This is an optimization exercise on Yosys and OpenROAD, whose aim is small area and a short achievable clock period, not a production implementation.
RTL that was checked went through simulation tests only; none was proved equivalent to the original.
Power figures rest on the tool's default switching activity, not on a simulated workload.

==> flow/design.v <==
`timescale 1ns/1ps
module pifo_reg
#(
    parameter L2_REG_WIDTH = 4,
    parameter RANK_WIDTH = 16,
    parameter META_WIDTH = 12
)
(
    input                       rst,
    input                       clk,
    output reg                  full,
    input                       insert,
    input [RANK_WIDTH-1:0]      rank_in,
    input [META_WIDTH-1:0]      meta_in,
    output reg                  valid_out,
    input                       remove,
    output [RANK_WIDTH-1:0]     rank_out,
    output [META_WIDTH-1:0]     meta_out,
    output reg                  max_valid_out,
    output [RANK_WIDTH-1:0]     max_rank_out,
    output [META_WIDTH-1:0]     max_meta_out,
    output reg [L2_REG_WIDTH:0] num_entries,
    output reg                  empty
);
    localparam N  = 2**L2_REG_WIDTH;
    localparam RW = RANK_WIDTH;
    localparam MW = META_WIDTH;
    localparam SW = L2_REG_WIDTH;
    localparam DW = RW + MW;            
    localparam EW = DW + SW;            
    function automatic gt_tree(input [RW-1:0] an, input [RW-1:0] b, input cin);
        reg [RW-1:0] g, l, gn;
        integer w, k;
        begin
            g = ~(an | b);
            l = an & b;
            for (w = RW; w > 1; w = w / 2)
                for (k = 0; k < w / 2; k = k + 1) begin
                    gn[k] = g[2*k+1] | (~l[2*k+1] & g[2*k]);
                    l[k]  = l[2*k+1] | (~g[2*k+1] & l[2*k]);
                    g[k]  = gn[k];
                end
            gt_tree = g[0] | (~l[0] & cin);
        end
    endfunction
    reg [EW-1:0] ent [0:N-1];
    reg [DW-1:0] max_d;
    reg [DW-1:0] p_d;
    reg [DW-1:0] p_o;     
    reg [SW-1:0] p_slot;
    reg [N-1:0]  c;       
    reg          cm;      
    reg          op_any;      
    reg          op_rem;      
    reg          ld0, dn0, hold0;
    reg          max_new, max_sec, max_keep;
    reg          insert_ltch;
    reg          calc_min_max;
    wire [EW-1:0] new_ent  = {p_slot, p_d};
    wire [EW-1:0] new_ent0 = {p_slot, p_o};
    wire [N-1:0] ld   = {{(N-1){op_any}} & c[N-1:1] & ~c[N-2:0], ld0};
    wire [N-1:0] up   = {{(N-1){op_any}} & c[N-2:0], 1'b0};
    wire [N-1:0] dn   = {{(N-1){op_rem}}, dn0};
    wire [N-1:0] hold = {~(({(N-1){op_any}} & c[N-1:1]) | {(N-1){op_rem}}), hold0};
    reg [EW-1:0] cur [0:N-1];
    reg [EW-1:0] nxt_up, nxt_dn;
    integer i;
    always @(*) begin
        for (i = 0; i < N; i = i + 1) begin
            nxt_up = (i > 0) ? ent[i-1] : {EW{1'b0}};
            if (i < N-1) begin
                nxt_dn = ent[i+1];
                nxt_dn[DW +: SW] = ent[i+1][DW +: SW] - (ent[i+1][DW +: SW] > ent[0][DW +: SW]);
            end else
                nxt_dn = {EW{1'b0}};
            cur[i] = ({EW{ld[i]}}   & ((i == 0) ? new_ent0 : new_ent))
                   | ({EW{up[i]}}   & nxt_up)
                   | ({EW{dn[i]}}     & nxt_dn)
                   | ({EW{hold[i]}} & ent[i]);
        end
    end
    wire [DW-1:0] cur_max = ({DW{max_new}}  & p_o)
                          | ({DW{max_sec}}  & ent[N-2][DW-1:0])
                          | ({DW{max_keep}} & max_d);
    assign rank_out     = ~cur[0][RW-1:0];
    assign meta_out     = cur[0][RW +: MW];
    assign max_rank_out = ~cur_max[RW-1:0];
    assign max_meta_out = cur_max[RW +: MW];
    always @(posedge clk) begin
        for (i = 0; i < N; i = i + 1)
            ent[i] <= cur[i];
        max_d <= cur_max;
    end
    wire nz      = |num_entries;
    wire is_full = num_entries[SW];
    wire do_rem  = remove & nz;
    wire do_ins  = ~do_rem & (insert | insert_ltch);
    wire [SW-1:0] cs_top = cur[N-1][DW +: SW];
    wire          rep_ok = is_full & ~remove;
    wire [N-1:0]  c_in;
    genvar g;
    generate
        for (g = 0; g < N; g = g + 1) begin : cmp
            wire v  = num_entries > g;
            wire sg = rep_ok & (cur[g][DW +: SW] > cs_top);
            assign c_in[g] = ~v | gt_tree(cur[g][RW-1:0], rank_in, sg);
        end
    endgenerate
    wire cm_in = nz & gt_tree(cur_max[RW-1:0], rank_in, 1'b0);
    wire [N-1:0] c_nx  = insert ? c_in : {1'b1, c[N-1:1]};
    wire         cm_nx = insert ? cm_in : (cm & nz);
    wire         go_ins = do_ins & ~rst;
    wire         go_rem = do_rem & ~rst;
    wire         go_rem0 = go_rem & (num_entries != 1);
    wire mn_nx = go_ins & (is_full ? (c_nx[N-1] & ~c_nx[N-2]) : ~cm_nx);
    wire ms_nx = go_ins & is_full & c_nx[N-2];
    always @(posedge clk) begin
        if (insert)
            p_d <= {meta_in, ~rank_in};
        if (insert | ~insert_ltch)
            p_o <= {meta_in, ~rank_in};
        c  <= c_nx;
        cm <= cm_nx;
        p_slot   <= is_full ? cs_top : num_entries[SW-1:0];
        op_any   <= go_ins;
        op_rem   <= go_rem;
        ld0      <= go_ins & c_nx[0];
        dn0      <= go_rem0;
        hold0    <= ~((go_ins & c_nx[0]) | go_rem0);
        max_new  <= mn_nx;
        max_sec  <= ms_nx;
        max_keep <= ~(go_ins & (is_full ? c_nx[N-1] : ~cm_nx));
    end
    always @(posedge clk) begin
        if (rst) begin
            valid_out <= 1'b0;
            max_valid_out <= 1'b0;
        end else begin
            if (insert | remove) begin
                valid_out <= 1'b0;
                max_valid_out <= 1'b0;
            end
            if (calc_min_max & nz) begin
                valid_out <= 1'b1;
                max_valid_out <= 1'b1;
            end
        end
    end
    always @(posedge clk) begin
        if (rst) begin
            num_entries <= 0;
            calc_min_max <= 0;
            insert_ltch <= 0;
            empty <= 1'b0;
            full <= 1'b0;
        end else begin
            calc_min_max <= 0;
            if (do_rem) begin
                if (num_entries == 1)
                    empty <= 1'b1;
                if (!insert)
                    full <= 1'b0;
                num_entries <= num_entries - 1'b1;
                calc_min_max <= 1;
                insert_ltch <= insert;
            end else if (do_ins) begin
                if (!is_full) begin
                    full <= (num_entries == N-1);
                    num_entries <= num_entries + 1'b1;
                end else
                    full <= 1'b1;
                empty <= 1'b0;
                calc_min_max <= 1;
                insert_ltch <= 0;
            end
        end
    end
endmodule
export LEC_CHECK = 0
export ABC_AREA = 1
export CAP_MARGIN = 20
export CORE_MARGIN = 2
export CORE_UTILIZATION = 55
export CTS_CLUSTER_DIAMETER = 80
export CTS_CLUSTER_SIZE = 30
export SLEW_MARGIN = 20
create_clock -name core_clock -period 16.0 [get_ports {clk}]
standard.sh (not shown) runs the stock make flow with config.mk's settings and CLKGATE_MAP_FILE= SYNTH_SCRIPT=/design/flow/synth_recipe.tcl, a recipe that flattens the netlist after the stock synthesis.
==> flow/flow/run.sh <==
#!/bin/bash
# Standard ORFS layout, with plain buffers on the ports and timing repair
# aiming well below the clock period.
set -euo pipefail
bash standard.sh SETUP_SLACK_MARGIN=11 TNS_END_PERCENT=100 \
  "BUFFER_PORTS_ARGS=-buffer_cell sky130_fd_sc_hd__buf_4" finish > standard_flow.log 2>&1
Change:
--- a/flow/design.v
+++ b/flow/design.v
@@ -27,27 +27,25 @@
     localparam MW = META_WIDTH;
     localparam SW = L2_REG_WIDTH;
     localparam DW = RW + MW;            
     localparam EW = DW + SW;            
-    function automatic gt_tree(input [RW-1:0] an, input [RW-1:0] b, input cin);
-        reg [RW-1:0] g, l, gn;
+    function automatic gt_tree(input [RW-1:0] a, input [RW-1:0] b, input cin);
+        reg [RW-1:0] g, e;
         integer w, k;
         begin
-            g = ~(an | b);
-            l = an & b;
+            g = a & ~b;
+            e = ~(a ^ b);
             for (w = RW; w > 1; w = w / 2)
                 for (k = 0; k < w / 2; k = k + 1) begin
-                    gn[k] = g[2*k+1] | (~l[2*k+1] & g[2*k]);
-                    l[k]  = l[2*k+1] | (~g[2*k+1] & l[2*k]);
-                    g[k]  = gn[k];
+                    g[k] = g[2*k+1] | (e[2*k+1] & g[2*k]);
+                    e[k] = e[2*k+1] & e[2*k];
                 end
-            gt_tree = g[0] | (~l[0] & cin);
+            gt_tree = g[0] | (e[0] & cin);
         end
     endfunction
     reg [EW-1:0] ent [0:N-1];
     reg [DW-1:0] max_d;
     reg [DW-1:0] p_d;
-    reg [DW-1:0] p_o;     
     reg [SW-1:0] p_slot;
     reg [N-1:0]  c;       
     reg          cm;      
     reg          op_any;      
@@ -56,9 +54,8 @@
     reg          max_new, max_sec, max_keep;
     reg          insert_ltch;
     reg          calc_min_max;
     wire [EW-1:0] new_ent  = {p_slot, p_d};
-    wire [EW-1:0] new_ent0 = {p_slot, p_o};
     wire [N-1:0] ld   = {{(N-1){op_any}} & c[N-1:1] & ~c[N-2:0], ld0};
     wire [N-1:0] up   = {{(N-1){op_any}} & c[N-2:0], 1'b0};
     wire [N-1:0] dn   = {{(N-1){op_rem}}, dn0};
     wire [N-1:0] hold = {~(({(N-1){op_any}} & c[N-1:1]) | {(N-1){op_rem}}), hold0};
@@ -72,20 +69,20 @@
                 nxt_dn = ent[i+1];
                 nxt_dn[DW +: SW] = ent[i+1][DW +: SW] - (ent[i+1][DW +: SW] > ent[0][DW +: SW]);
             end else
                 nxt_dn = {EW{1'b0}};
-            cur[i] = ({EW{ld[i]}}   & ((i == 0) ? new_ent0 : new_ent))
+            cur[i] = ({EW{ld[i]}}   & new_ent)
                    | ({EW{up[i]}}   & nxt_up)
                    | ({EW{dn[i]}}     & nxt_dn)
                    | ({EW{hold[i]}} & ent[i]);
         end
     end
-    wire [DW-1:0] cur_max = ({DW{max_new}}  & p_o)
+    wire [DW-1:0] cur_max = ({DW{max_new}}  & p_d)
                           | ({DW{max_sec}}  & ent[N-2][DW-1:0])
                           | ({DW{max_keep}} & max_d);
-    assign rank_out     = ~cur[0][RW-1:0];
+    assign rank_out     = cur[0][RW-1:0];
     assign meta_out     = cur[0][RW +: MW];
-    assign max_rank_out = ~cur_max[RW-1:0];
+    assign max_rank_out = cur_max[RW-1:0];
     assign max_meta_out = cur_max[RW +: MW];
     always @(posedge clk) begin
         for (i = 0; i < N; i = i + 1)
             ent[i] <= cur[i];
@@ -115,11 +112,9 @@
     wire mn_nx = go_ins & (is_full ? (c_nx[N-1] & ~c_nx[N-2]) : ~cm_nx);
     wire ms_nx = go_ins & is_full & c_nx[N-2];
     always @(posedge clk) begin
         if (insert)
-            p_d <= {meta_in, ~rank_in};
-        if (insert | ~insert_ltch)
-            p_o <= {meta_in, ~rank_in};
+            p_d <= {meta_in, rank_in};
         c  <= c_nx;
         cm <= cm_nx;
         p_slot   <= is_full ? cs_top : num_entries[SW-1:0];
         op_any   <= go_ins;
Count of clock-buffer cells in the layout is lower by 2.
Critical path depth is lower by 1.
Final area is lower by a few percent.
Die area is lower by a few percent.
Hold slack is better by 0.015 ns.
Combinational power is lower by a few percent.
Routed wire length is lower by about a fifth.
Sequential share of layout area is lower by 0.65 points.
Sequential power is lower by a few percent.
Via count is lower by about a fifth.
No functional check of the RTL was part of the first run of this note.

========
JK:
pifo_reg, a different RTL version from the one above (not shown whole).
Size: about 4,700 cells after synthesis, about 610 flip-flops, roughly 97 I/O pins, roughly 35,000 um^2 of cells after synthesis.
==> module pifo_reg, before the edit <==
module pifo_reg
#(
    parameter L2_REG_WIDTH = 4,
    parameter RANK_WIDTH = 16,
    parameter META_WIDTH = 12
)
(
    input                       rst,
    input                       clk,
    output reg                  full,
    input                       insert,
    input [RANK_WIDTH-1:0]      rank_in,
    input [META_WIDTH-1:0]      meta_in,
    output reg                  valid_out,
    input                       remove,
    output [RANK_WIDTH-1:0]     rank_out,
    output [META_WIDTH-1:0]     meta_out,
    output reg                  max_valid_out,
    output [RANK_WIDTH-1:0]     max_rank_out,
    output [META_WIDTH-1:0]     max_meta_out,
    output reg [L2_REG_WIDTH:0] num_entries,
    output reg                  empty
);
    localparam N  = 2**L2_REG_WIDTH;
    localparam RW = RANK_WIDTH;
    localparam MW = META_WIDTH;
    localparam SW = L2_REG_WIDTH;
    localparam DW = RW + MW;            
    localparam EW = DW + SW;            
    function automatic gt_tree(input [RW-1:0] a, input [RW-1:0] b, input cin);
        reg [RW-1:0] g, e;
        integer w, k;
        begin
            g = a & ~b;
            e = ~(a ^ b);
            for (w = RW; w > 1; w = w / 2)
                for (k = 0; k < w / 2; k = k + 1) begin
                    g[k] = g[2*k+1] | (e[2*k+1] & g[2*k]);
                    e[k] = e[2*k+1] & e[2*k];
                end
            gt_tree = g[0] | (e[0] & cin);
        end
    endfunction
    reg [EW-1:0] ent [0:N-1];
    reg [DW-1:0] max_d;
    reg [DW-1:0] p_d;
    reg [SW-1:0] p_slot;
    reg [N-1:0]  c;       
    reg          op_any;      
    reg          op_rem;      
    reg          ld0, dn0, hold0;
    reg          max_new, max_sec, max_keep;
    reg          insert_ltch;
    reg          calc_min_max;
    wire [EW-1:0] new_ent  = {p_slot, p_d};
    wire [N-1:0] ld   = {{(N-1){op_any}} & c[N-1:1] & ~c[N-2:0], ld0};
    wire [N-1:0] up   = {{(N-1){op_any}} & c[N-2:0], 1'b0};
    wire [N-1:0] dn   = {{(N-1){op_rem}}, dn0};
    wire [N-1:0] hold = {~(({(N-1){op_any}} & c[N-1:1]) | {(N-1){op_rem}}), hold0};
    reg [EW-1:0] cur [0:N-1];
    reg [EW-1:0] nxt_up, nxt_dn;
    integer i;
    always @(*) begin
        for (i = 0; i < N; i = i + 1) begin
            nxt_up = (i > 0) ? ent[i-1] : {EW{1'b0}};
            if (i < N-1) begin
                nxt_dn = ent[i+1];
                nxt_dn[DW +: SW] = ent[i+1][DW +: SW] - (ent[i+1][DW +: SW] > ent[0][DW +: SW]);
            end else
                nxt_dn = {EW{1'b0}};
            cur[i] = ({EW{ld[i]}}   & new_ent)
                   | ({EW{up[i]}}   & nxt_up)
                   | ({EW{dn[i]}}     & nxt_dn)
                   | ({EW{hold[i]}} & ent[i]);
        end
    end
    wire [DW-1:0] cur_max = ({DW{max_new}}  & p_d)
                          | ({DW{max_sec}}  & ent[N-2][DW-1:0])
                          | ({DW{max_keep}} & max_d);
    assign rank_out     = cur[0][RW-1:0];
    assign meta_out     = cur[0][RW +: MW];
    assign max_rank_out = cur_max[RW-1:0];
    assign max_meta_out = cur_max[RW +: MW];
    always @(posedge clk) begin
        for (i = 0; i < N; i = i + 1)
            ent[i] <= cur[i];
        max_d <= cur_max;
    end
    wire nz      = |num_entries;
    wire is_full = num_entries[SW];
    wire do_rem  = remove & nz;
    wire do_ins  = ~do_rem & (insert | insert_ltch);
    wire [SW-1:0] cs_top = cur[N-1][DW +: SW];
    wire          rep_ok = is_full & ~remove;
    wire [N-1:0]  c_in;
    wire [N-1:0]  vld;
    genvar g;
    generate
        for (g = 0; g < N; g = g + 1) begin : cmp
            wire sg = rep_ok & (cur[g][DW +: SW] > cs_top);
            assign vld[g]  = num_entries > g;
            assign c_in[g] = ~vld[g] | gt_tree(cur[g][RW-1:0], rank_in, sg);
        end
    endgenerate
    wire [N-1:0] c_nx  = insert ? c_in : {1'b1, c[N-1:1]};
    wire         cm_nx = |(c_nx & vld);
    wire         go_ins = do_ins & ~rst;
    wire         go_rem = do_rem & ~rst;
    wire         go_rem0 = go_rem & (num_entries != 1);
    wire mn_nx = go_ins & (is_full ? (c_nx[N-1] & ~c_nx[N-2]) : ~cm_nx);
    wire ms_nx = go_ins & is_full & c_nx[N-2];
    always @(posedge clk) begin
        if (insert)
            p_d <= {meta_in, rank_in};
        c  <= c_nx;
        p_slot   <= is_full ? cs_top : num_entries[SW-1:0];
        op_any   <= go_ins;
        op_rem   <= go_rem;
        ld0      <= go_ins & c_nx[0];
        dn0      <= go_rem0;
        hold0    <= ~((go_ins & c_nx[0]) | go_rem0);
        max_new  <= mn_nx;
        max_sec  <= ms_nx;
        max_keep <= ~(go_ins & (is_full ? c_nx[N-1] : ~cm_nx));
    end
    always @(posedge clk) begin
        if (rst) begin
            valid_out <= 1'b0;
            max_valid_out <= 1'b0;
        end else begin
            if (insert | remove) begin
                valid_out <= 1'b0;
                max_valid_out <= 1'b0;
            end
            if (calc_min_max & nz) begin
                valid_out <= 1'b1;
                max_valid_out <= 1'b1;
            end
        end
    end
    always @(posedge clk) begin
        if (rst) begin
            num_entries <= 0;
            calc_min_max <= 0;
            insert_ltch <= 0;
            empty <= 1'b0;
            full <= 1'b0;
        end else begin
            calc_min_max <= 0;
            if (do_rem) begin
                if (num_entries == 1)
                    empty <= 1'b1;
                if (!insert)
                    full <= 1'b0;
                num_entries <= num_entries - 1'b1;
                calc_min_max <= 1;
                insert_ltch <= insert;
            end else if (do_ins) begin
                if (!is_full) begin
                    full <= (num_entries == N-1);
                    num_entries <= num_entries + 1'b1;
                end else
                    full <= 1'b1;
                empty <= 1'b0;
                calc_min_max <= 1;
                insert_ltch <= 0;
            end
        end
    end
endmodule
Settings: LEC_CHECK=0, ABC_AREA=1, CAP_MARGIN=20, CORE_MARGIN=2, CORE_UTILIZATION=55, CTS_CLUSTER_DIAMETER=80, CTS_CLUSTER_SIZE=30, SLEW_MARGIN=20; clock period 16.0 ns.
Scripts as last shown in full above: flow/flow/run.sh
For MS, these inputs were changed with respect to JK:
--- a/flow/design.v
+++ b/flow/design.v
@@ -42,21 +42,24 @@
             gt_tree = g[0] | (e[0] & cin);
         end
     endfunction
     reg [EW-1:0] ent [0:N-1];
     reg [DW-1:0] max_d;
     reg [DW-1:0] p_d;
+    reg [DW-1:0] p_o;     
     reg [SW-1:0] p_slot;
     reg [N-1:0]  c;       
+    reg          cm;      
     reg          op_any;      
     reg          op_rem;      
     reg          ld0, dn0, hold0;
     reg          max_new, max_sec, max_keep;
     reg          insert_ltch;
     reg          calc_min_max;
     wire [EW-1:0] new_ent  = {p_slot, p_d};
+    wire [EW-1:0] new_ent0 = {p_slot, p_o};
     wire [N-1:0] ld   = {{(N-1){op_any}} & c[N-1:1] & ~c[N-2:0], ld0};
     wire [N-1:0] up   = {{(N-1){op_any}} & c[N-2:0], 1'b0};
     wire [N-1:0] dn   = {{(N-1){op_rem}}, dn0};
     wire [N-1:0] hold = {~(({(N-1){op_any}} & c[N-1:1]) | {(N-1){op_rem}}), hold0};
     reg [EW-1:0] cur [0:N-1];
     reg [EW-1:0] nxt_up, nxt_dn;
@@ -66,19 +69,19 @@
             nxt_up = (i > 0) ? ent[i-1] : {EW{1'b0}};
             if (i < N-1) begin
                 nxt_dn = ent[i+1];
                 nxt_dn[DW +: SW] = ent[i+1][DW +: SW] - (ent[i+1][DW +: SW] > ent[0][DW +: SW]);
             end else
                 nxt_dn = {EW{1'b0}};
-            cur[i] = ({EW{ld[i]}}   & new_ent)
+            cur[i] = ({EW{ld[i]}}   & ((i == 0) ? new_ent0 : new_ent))
                    | ({EW{up[i]}}   & nxt_up)
                    | ({EW{dn[i]}}     & nxt_dn)
                    | ({EW{hold[i]}} & ent[i]);
         end
     end
-    wire [DW-1:0] cur_max = ({DW{max_new}}  & p_d)
+    wire [DW-1:0] cur_max = ({DW{max_new}}  & p_o)
                           | ({DW{max_sec}}  & ent[N-2][DW-1:0])
                           | ({DW{max_keep}} & max_d);
     assign rank_out     = cur[0][RW-1:0];
     assign meta_out     = cur[0][RW +: MW];
     assign max_rank_out = cur_max[RW-1:0];
     assign max_meta_out = cur_max[RW +: MW];
@@ -91,32 +94,35 @@
     wire is_full = num_entries[SW];
     wire do_rem  = remove & nz;
     wire do_ins  = ~do_rem & (insert | insert_ltch);
     wire [SW-1:0] cs_top = cur[N-1][DW +: SW];
     wire          rep_ok = is_full & ~remove;
     wire [N-1:0]  c_in;
-    wire [N-1:0]  vld;
     genvar g;
     generate
         for (g = 0; g < N; g = g + 1) begin : cmp
+            wire v  = num_entries > g;
             wire sg = rep_ok & (cur[g][DW +: SW] > cs_top);
-            assign vld[g]  = num_entries > g;
-            assign c_in[g] = ~vld[g] | gt_tree(cur[g][RW-1:0], rank_in, sg);
+            assign c_in[g] = ~v | gt_tree(cur[g][RW-1:0], rank_in, sg);
         end
     endgenerate
+    wire cm_in = nz & gt_tree(cur_max[RW-1:0], rank_in, 1'b0);
     wire [N-1:0] c_nx  = insert ? c_in : {1'b1, c[N-1:1]};
-    wire         cm_nx = |(c_nx & vld);
+    wire         cm_nx = insert ? cm_in : (cm & nz);
     wire         go_ins = do_ins & ~rst;
     wire         go_rem = do_rem & ~rst;
     wire         go_rem0 = go_rem & (num_entries != 1);
     wire mn_nx = go_ins & (is_full ? (c_nx[N-1] & ~c_nx[N-2]) : ~cm_nx);
     wire ms_nx = go_ins & is_full & c_nx[N-2];
     always @(posedge clk) begin
         if (insert)
             p_d <= {meta_in, rank_in};
+        if (insert | ~insert_ltch)
+            p_o <= {meta_in, rank_in};
         c  <= c_nx;
+        cm <= cm_nx;
         p_slot   <= is_full ? cs_top : num_entries[SW-1:0];
         op_any   <= go_ins;
         op_rem   <= go_rem;
         ld0      <= go_ins & c_nx[0];
         dn0      <= go_rem0;
         hold0    <= ~((go_ins & c_nx[0]) | go_rem0);
==> comparison <==
The higher fraction of layout instances using a drive strength above 1 of JK and MS is in JK. In MS, the total area of multi-input combinational cells came out 2.3% below the value in JK. Sort JK and MS by sequential share of layout area, descending, and MS comes first. Relative to JK, met2 track utilization from global routing has gone up in MS. Comparing JK and MS, the lower count of flip-flops with a built-in enable after synthesis is on JK. MS — relative area of non-clock buffer cells in the final design 3.0 points lower, JK as reference. The buffer count excluding the clock tree in the final layout reported for MS is smaller than that of JK by 124. Sort JK and MS by met1 usage, descending, and JK comes first. On MS: number of filler instances in the final layout is 4.7% higher than what JK gave. MS ended up with a higher worst setup slack than JK did.
For JK, only the layout was checked, not whether the RTL still works.

[separate check: timing with driven ports]
In the flow no input, the clock included, has a driving cell. The finished layouts below were timed again as built, in two steps.
Step 1, drivers: a clkbuf_16 drives clk and a buf_2 each remaining input, both assumed.
Step 2 adds t to the input delays and takes it off the output delays; t is the mean of the earliest and latest rising clock arrival at the registers after step 1. Input paths then give back, and output paths get back, about the clock's delay inside the block.
Slacks: no drivers / after step 1 / after step 2; pairs: no drivers / after step 1.
run	t (ns)	setup WS [ns]	worst slew at a driven data input, ns	pins driven straight from the clock port
the first run of note 1	0.675	11.064 / 10.998 / 10.501	0.04	1
the second run of note 1	0.659	11.000 / 10.934 / 10.532	0.04	1
JK	0.669	10.952 / 10.883 / 10.400	0.06	1
MS	0.668	11.074 / 11.006 / 10.711	0.11	1
After both steps setup and hold are still met in every run listed. The setup slack of the first run of note 1, which loses most, moves by -0.066 ns with the drivers and by -0.563 ns with both steps.
